This is an optimization exercise on Yosys and OpenROAD, whose aim is small area, not a production implementation. In this exercise RTL edits were held to simulation tests only and were not proved equivalent to the original.

==> flow/design.v <==
module safety_monitor (
    input         clk,
    input         rstn,                          
    input         laser_pulse,                   
    input         adc_sdo,                       
    input  [31:0] pulse_width_lower_limit,
    input  [31:0] pulse_width_upper_limit,
    input  [31:0] rate_lower_limit,
    input  [15:0] drive_current_limit,
    input  [2:0]  dynamic_control,               
    output        ta_shutdown,
    output        pulse_lower_limit_fail,
    output        pulse_upper_limit_fail,
    output        rate_lower_limit_fail,
    output        power_peak_current_limit_fail,
    output        adc_sck,
    output        adc_convert,
    output        start_timer,
    output        adc_data_valid,
    output [15:0] adc_data_value,
    output [15:0] peak_power_value
);
reg  [2:0] tc;
wire       tick = (tc == 3'd3);
always @(posedge clk or negedge rstn) begin
    if (!rstn) tc <= 3'd0;
    else       tc <= tc + 3'd1;
end
reg din_d, lp0, lp1, lp2, lp3, lp4, lp5;
always @(posedge clk) begin
    lp1   <= lp0;
    lp2   <= lp1;
    lp3   <= lp2;
    lp4   <= lp3;
    lp5   <= lp4;
end
localparam [2:0] S_PWRUP = 3'd0,
                 S_INIT = 3'd3,
                 S_IDLE = 3'd6,
                 S_CONV = 3'd4,
                 S_SCK = 3'd7,
                 S_REP = 3'd5,
                 S_DONE = 3'd1;
reg  [2:0]  state;
reg  [13:0] p;             
reg         convert_r;
reg         valid_r;
reg  [11:0] sr;            
reg  [11:0] old;           
reg  [11:0] final_v;       
reg  [11:0] peak;
wire pwrup       = (state == S_PWRUP);
wire laser_ready = !(pwrup && p[13:10] == 4'd0);
wire sck_low     = (state == S_SCK) && p[0];
wire early_startup = pwrup && (p[13:2] == 12'd0);
always @(posedge clk or negedge rstn) begin
    if (!rstn) begin
        din_d <= 1'b0;
        lp0   <= 1'b0;
    end else begin
        din_d <= laser_pulse & !early_startup;
        lp0   <= din_d;
    end
end
always @(posedge clk or negedge rstn) begin
    if (!rstn) begin
        state        <= S_PWRUP;
        p            <= 14'd0;
        convert_r    <= 1'b0;
        valid_r      <= 1'b0;
    end else begin
        valid_r <= 1'b0;
        case (state)
            S_PWRUP: begin
                if ((p & 14'd8330) == 14'd8330 && tc == 3'd1) begin
                    p     <= 14'd0;
                    state <= S_INIT;
                end else if (tc == 3'd7) p <= p + 14'd1;
            end
            S_INIT: begin
                if (!lp5 && lp0) state <= S_IDLE;
            end
            S_IDLE: begin
                if ((p & 14'd3001) == 14'd3001) begin
                    p         <= 14'd0;
                    convert_r <= 1'b0;
                    state     <= S_CONV;
                end else begin
                    p         <= p + 14'd1;
                    convert_r <= 1'b1;
                end
            end
            S_CONV: begin
                if ((p[4:0] & 5'd21) == 5'd21) begin
                    p[4:0]    <= 5'd0;
                    convert_r <= 1'b0;
                    state     <= S_SCK;
                end else p <= p + 14'd1;
            end
            S_SCK: begin
                if ((p[4:0] & 5'd29) == 5'd29) convert_r <= 1'b1;
                p <= p + 14'd1;
                if (p[4:0] == 5'd31) state <= S_REP;
            end
            S_REP: begin
                valid_r <= 1'b1;
                if (p[8:7] == 2'b11) begin
                    p     <= 14'd0;
                    state <= S_DONE;
                end else state <= S_CONV;
            end
            S_DONE: begin
                if (lp2 && !lp1) state <= S_INIT;
            end
            default: state <= S_PWRUP;
        endcase
    end
end
function automatic [11:0] avg12(input [11:0] x, input [11:0] y);
    integer i;
    reg c;
    reg [12:0] sum;
    begin
        c = 1'b0;
        for (i = 0; i < 12; i = i + 1) begin
            sum[i] = x[i] ^ y[i] ^ c;
            c = (x[i] & y[i]) | (x[i] & c) | (y[i] & c);
        end
        sum[12] = c;
        avg12 = sum[12:1];
    end
endfunction
always @(posedge clk) begin
    if (pwrup || (sck_low && p[4:1] != 4'd15)) sr <= {sr[10:0], adc_sdo & !pwrup};
end
always @(posedge clk) begin
    if (pwrup || state == S_REP) begin
        old     <= sr;
        final_v <= avg12(sr, old);
    end
end
wire [11:0] peak_next = lp0 ? final_v : (dynamic_control[2] ? 12'd0 : peak);
always @(posedge clk or negedge rstn) begin
    if (!rstn) peak <= 12'd0;
    else       peak <= peak_next;
end
assign adc_sck          = sck_low && (p[4:1] <= 4'd13);
assign adc_convert      = convert_r;
assign start_timer      = (state == S_IDLE);
assign adc_data_valid   = valid_r;
assign adc_data_value   = {4'd0, old & {12{valid_r}}};
assign peak_power_value = {4'd0, peak};
reg pchk, pfail, gt_r;
always @(posedge clk) gt_r <= ({4'd0, peak_next} > drive_current_limit);
always @(posedge clk or negedge rstn) begin
    if (!rstn) begin
        pchk  <= 1'b0;
        pfail <= 1'b0;
    end else begin
        if (pfail) begin
            if (dynamic_control[1] | dynamic_control[0]) pfail <= 1'b0;
        end else if (pchk) begin
            if (gt_r) begin
                pfail <= 1'b1;
                pchk  <= 1'b0;
            end
        end else if (!lp1 && lp0) pchk <= 1'b1;
    end
end
assign power_peak_current_limit_fail = pfail;
reg        acc;
reg        lpt, lpt_d;
reg [1:0]  mode;
reg        f_lo, f_up, f_rate;
localparam [1:0] M_IDLE = 2'd0, M_WIDTH = 2'd1, M_RATE = 2'd2, M_ARMED = 2'd3;
wire any_fail = f_lo | f_up | f_rate;
wire rise     = !lpt_d & lpt;
wire idle     = (mode == M_IDLE) || (mode == M_ARMED);
wire [1:0] idle_next = rise ? M_ARMED : M_IDLE;
reg [31:0] cn;
reg        rot_carry, rot_clr;
wire       cnt_load  = idle || (mode == M_RATE && lpt_d);
wire       clr_eff   = tick ? cnt_load : rot_clr;
wire [1:0] add_eff   = tick ? (idle ? 2'd2 : 2'd1) : {1'b0, rot_carry};
wire [4:0] slice_sum = {1'b0, (clr_eff ? 4'd0 : ~cn[3:0])} + {3'd0, add_eff};
always @(posedge clk) begin
    cn        <= {~slice_sum[3:0], cn[31:4]};
    rot_carry <= slice_sum[4];
    rot_clr   <= clr_eff;
end
function automatic le_chain(input [31:0] an, input [31:0] b, input cin);
    integer i;
    reg c;
    begin
        c = cin;
        for (i = 0; i < 32; i = i + 1)
            c = (an[i] & b[i]) | (an[i] & c) | (b[i] & c);
        le_chain = c;
    end
endfunction
wire count_gt_up = !le_chain(cn, pulse_width_upper_limit, 1'b1);
wire count_lt_lo =  le_chain(cn, pulse_width_lower_limit, 1'b0);
wire rate_c      =  le_chain(cn, rate_lower_limit, !lpt_d);   
always @(posedge clk or negedge rstn) begin
    if (!rstn) begin
        lpt    <= 1'b0;
        lpt_d  <= 1'b0;
        mode   <= M_IDLE;
        f_lo   <= 1'b0;
        f_up   <= 1'b0;
        f_rate <= 1'b0;
    end else if (tick) begin
        lpt   <= lp0 & laser_ready;
        lpt_d <= lpt;
        if (any_fail) begin
            if (mode[0]) begin
                f_lo   <= 1'b0;
                f_up   <= 1'b0;
                f_rate <= 1'b0;
                mode   <= idle_next;
            end else mode <= {1'b0, acc};
        end else begin
            case (mode)
                M_IDLE:  mode <= idle_next;
                M_ARMED: mode <= M_WIDTH;
                M_WIDTH: begin
                    if (!lpt_d) begin
                        if (count_gt_up) begin
                            f_up <= 1'b1;
                            mode <= {1'b0, acc};
                        end else if (count_lt_lo) begin
                            f_lo <= 1'b1;
                            mode <= {1'b0, acc};
                        end else mode <= M_RATE;
                    end
                end
                M_RATE: begin
                    if (lpt_d) begin
                        if (rate_c) begin
                            f_rate <= 1'b1;
                            mode   <= {1'b0, acc};
                        end else mode <= M_WIDTH;
                    end else if (!rate_c) mode <= idle_next;
                end
            endcase
        end
    end
end
always @(posedge clk) acc <= dynamic_control[0] | (acc & (tc != 3'd7));
assign pulse_lower_limit_fail = f_lo;
assign pulse_upper_limit_fail = f_up;
assign rate_lower_limit_fail  = f_rate;
assign ta_shutdown = f_lo | f_up | f_rate | pfail;
endmodule
==> flow/config.mk <==
export PLATFORM = sky130hd
export DESIGN_NAME = safety_monitor
export DESIGN_NICKNAME = safety_monitor
export VERILOG_FILES = /design/flow/design.v
export SDC_FILE = /design/flow/constraint.sdc
export NUM_CORES = 4
export LEC_CHECK = 0
export CAP_MARGIN = 20
export CORE_MARGIN = 2
export CORE_UTILIZATION = 40
export PLACE_DENSITY = 0.6
export SLEW_MARGIN = 20
==> flow/constraint.sdc <==
create_clock -name core_clock -period 5.0 [get_ports {clk}]
set_input_delay 1.0000 -clock core_clock [delete_from_list [all_inputs] [get_ports {clk}]]
set_output_delay 1.0000 -clock core_clock [all_outputs]
set_load 0.01 [all_outputs]
standard.sh (not shown) runs the stock make flow with config.mk's settings and CLKGATE_MAP_FILE= SYNTH_SCRIPT=/design/flow/synth_recipe.tcl, a recipe that flattens the netlist after the stock synthesis.
==> flow/flow/run.sh <==
#!/bin/bash
# Layout flow: the standard ORFS flow (standard.sh) with
#  - the standard synthesis, whose combinational logic is then re-mapped by
#    ABC for area (flip-flops untouched, see reopt.ys.in); four ABC scripts
#    (flow/area*.abc) are tried and the smallest netlist that meets timing
#    after layout is kept,
#  - buf_1 port buffers,
#  - a clock tree of clkbuf_4 without dummy loads,
#  - one tie cell for all constant outputs (no tie fanout repair).
# Each tool's output goes to its own log here; ORFS also keeps per-step logs
# under orfs/logs/.
set -euo pipefail
LIB=$FLOW_HOME/platforms/sky130hd/lib/sky130_fd_sc_hd__tt_025C_1v80.lib
R=orfs/results/sky130hd/safety_monitor/base
ARGS=(
  "SETUP_SLACK_MARGIN=0.15"
  "SKIP_REPAIR_TIE_FANOUT=1"
  "BUFFER_PORTS_ARGS=-buffer_cell sky130_fd_sc_hd__buf_1"
  "CTS_ARGS=-sink_clustering_enable -repair_clock_nets -dont_use_dummy_load -buf_list sky130_fd_sc_hd__clkbuf_4 -root_buf sky130_fd_sc_hd__clkbuf_4 -sink_clustering_size 40 -sink_clustering_max_diameter 200 -sink_buffer_max_cap_derate 1.0"
)
bash standard.sh "${ARGS[@]}" synth > synth.log 2>&1
cp $R/1_2_yosys.v 1_2_yosys.standard.v
python3 flow/libcomb.py $LIB comb_models.v > libcomb.log 2>&1
for k in 1 2 3 4; do
  sed -e "s#@LIB@#$LIB#g" -e "s#@IN@#1_2_yosys.standard.v#" -e "s#@OUT@#reopt_$k.v#" \
      -e "s#@TOP@#$FLOW_TOP#" -e "s#@ABC@#flow/area$k.abc#" -e "s#@STAT@#reopt_stat_$k.txt#" \
      flow/reopt.ys.in > reopt_$k.ys
  yosys -s reopt_$k.ys > reopt_$k.log 2>&1 &
done
wait
# candidates, smallest first; if the layout of one misses timing, the next
# one is laid out
cands=$(for k in 1 2 3 4; do echo "$(grep 'Chip area' reopt_stat_$k.txt | awk '{print $NF}') $k"; done | sort -g | awk '{print $2}')
n=0
for k in $cands; do
  n=$((n + 1))
  echo "laying out reopt_$k.v" >> reopt_choice.log
  cp reopt_$k.v $R/1_2_yosys.v
  rm -f $R/1_synth.* $R/2_* $R/3_* $R/4_* $R/5_* $R/6_*
  bash standard.sh "${ARGS[@]}" finish > flow_$n.log 2>&1
  ws=$(python3 -c "import json; print(json.load(open('orfs/logs/sky130hd/safety_monitor/base/6_report.json'))['finish__timing__setup__ws'])")
  echo "reopt_$k.v: setup slack $ws" >> reopt_choice.log
  if python3 -c "import sys; sys.exit(0 if float('$ws') >= 0.15 else 1)"; then break; fi
  if [ $n -ge 3 ]; then break; fi
done
Other scripts of this flow, unchanged in this note and not shown: flow/flow/area1.abc, flow/flow/area2.abc, flow/flow/area3.abc, flow/flow/area4.abc, flow/flow/libcomb.py, flow/flow/reopt.ys.in
Next try:
--- a/flow/flow/run.sh
+++ b/flow/flow/run.sh
@@ -8,2 +8 @@
-#  - a clock tree of clkbuf_4 without dummy loads,
-#  - one tie cell for all constant outputs (no tie fanout repair).
+#  - a clock tree of clkbuf_4 without dummy loads.
@@ -17 +15,0 @@
-  "SKIP_REPAIR_TIE_FANOUT=1"
@@ -19 +17 @@
-  "CTS_ARGS=-sink_clustering_enable -repair_clock_nets -dont_use_dummy_load -buf_list sky130_fd_sc_hd__clkbuf_4 -root_buf sky130_fd_sc_hd__clkbuf_4 -sink_clustering_size 40 -sink_clustering_max_diameter 200 -sink_buffer_max_cap_derate 1.0"
+  "CTS_ARGS=-sink_clustering_enable -repair_clock_nets -dont_use_dummy_load -buf_list sky130_fd_sc_hd__clkbuf_4 -root_buf sky130_fd_sc_hd__clkbuf_4 -sink_clustering_size 40 -sink_clustering_max_diameter 200"
Result: Global-route usage rises by 0.77 points. Cell count rises by 1.5%. Setup slack barely changes. Sequential share of layout area falls by 0.40 points. Utilization rises by 0.46 points. Critical path depth stays the same. Final area rises by 0.95%.

==> port drivers added, routing unchanged <==
In the flow no input, the clock included, has a driving cell. The finished layouts below were timed again as built, in two steps.
Step 1 sets driving cells, clkbuf_16 on the clock port and buf_2 on the other inputs (assumed; they add their load-dependent delay and slew).
Step 2 adds t to the input delays and takes it off the output delays; t is the mean of the earliest and latest rising clock arrival at the registers after step 1. Input paths then give back, and output paths get back, about the clock's delay inside the block.
a / b / c = ideal / step 1 / step 2; a / b = the first two.
| run | t, ns | setup slack, ns | latest minus earliest clock arrival (ns) | worst register clock-pin slew, ns | worst data-port slew with drivers (ns) |
|---|---|---|---|---|---|
| the first run | 0.526 | 0.327 / 0.327 / -0.158 | 0.040 / 0.039 | 0.11 / 0.11 | 0.05 |
| the second run | 0.534 | 0.327 / 0.327 / -0.009 | 0.035 / 0.035 | 0.11 / 0.11 | 0.06 |
Met with ideal ports but missed after step 2: setup timing in the first run and the second run. The setup slack of the first run, which loses most, moves by 0.000 ns with the drivers and by -0.485 ns with both steps.
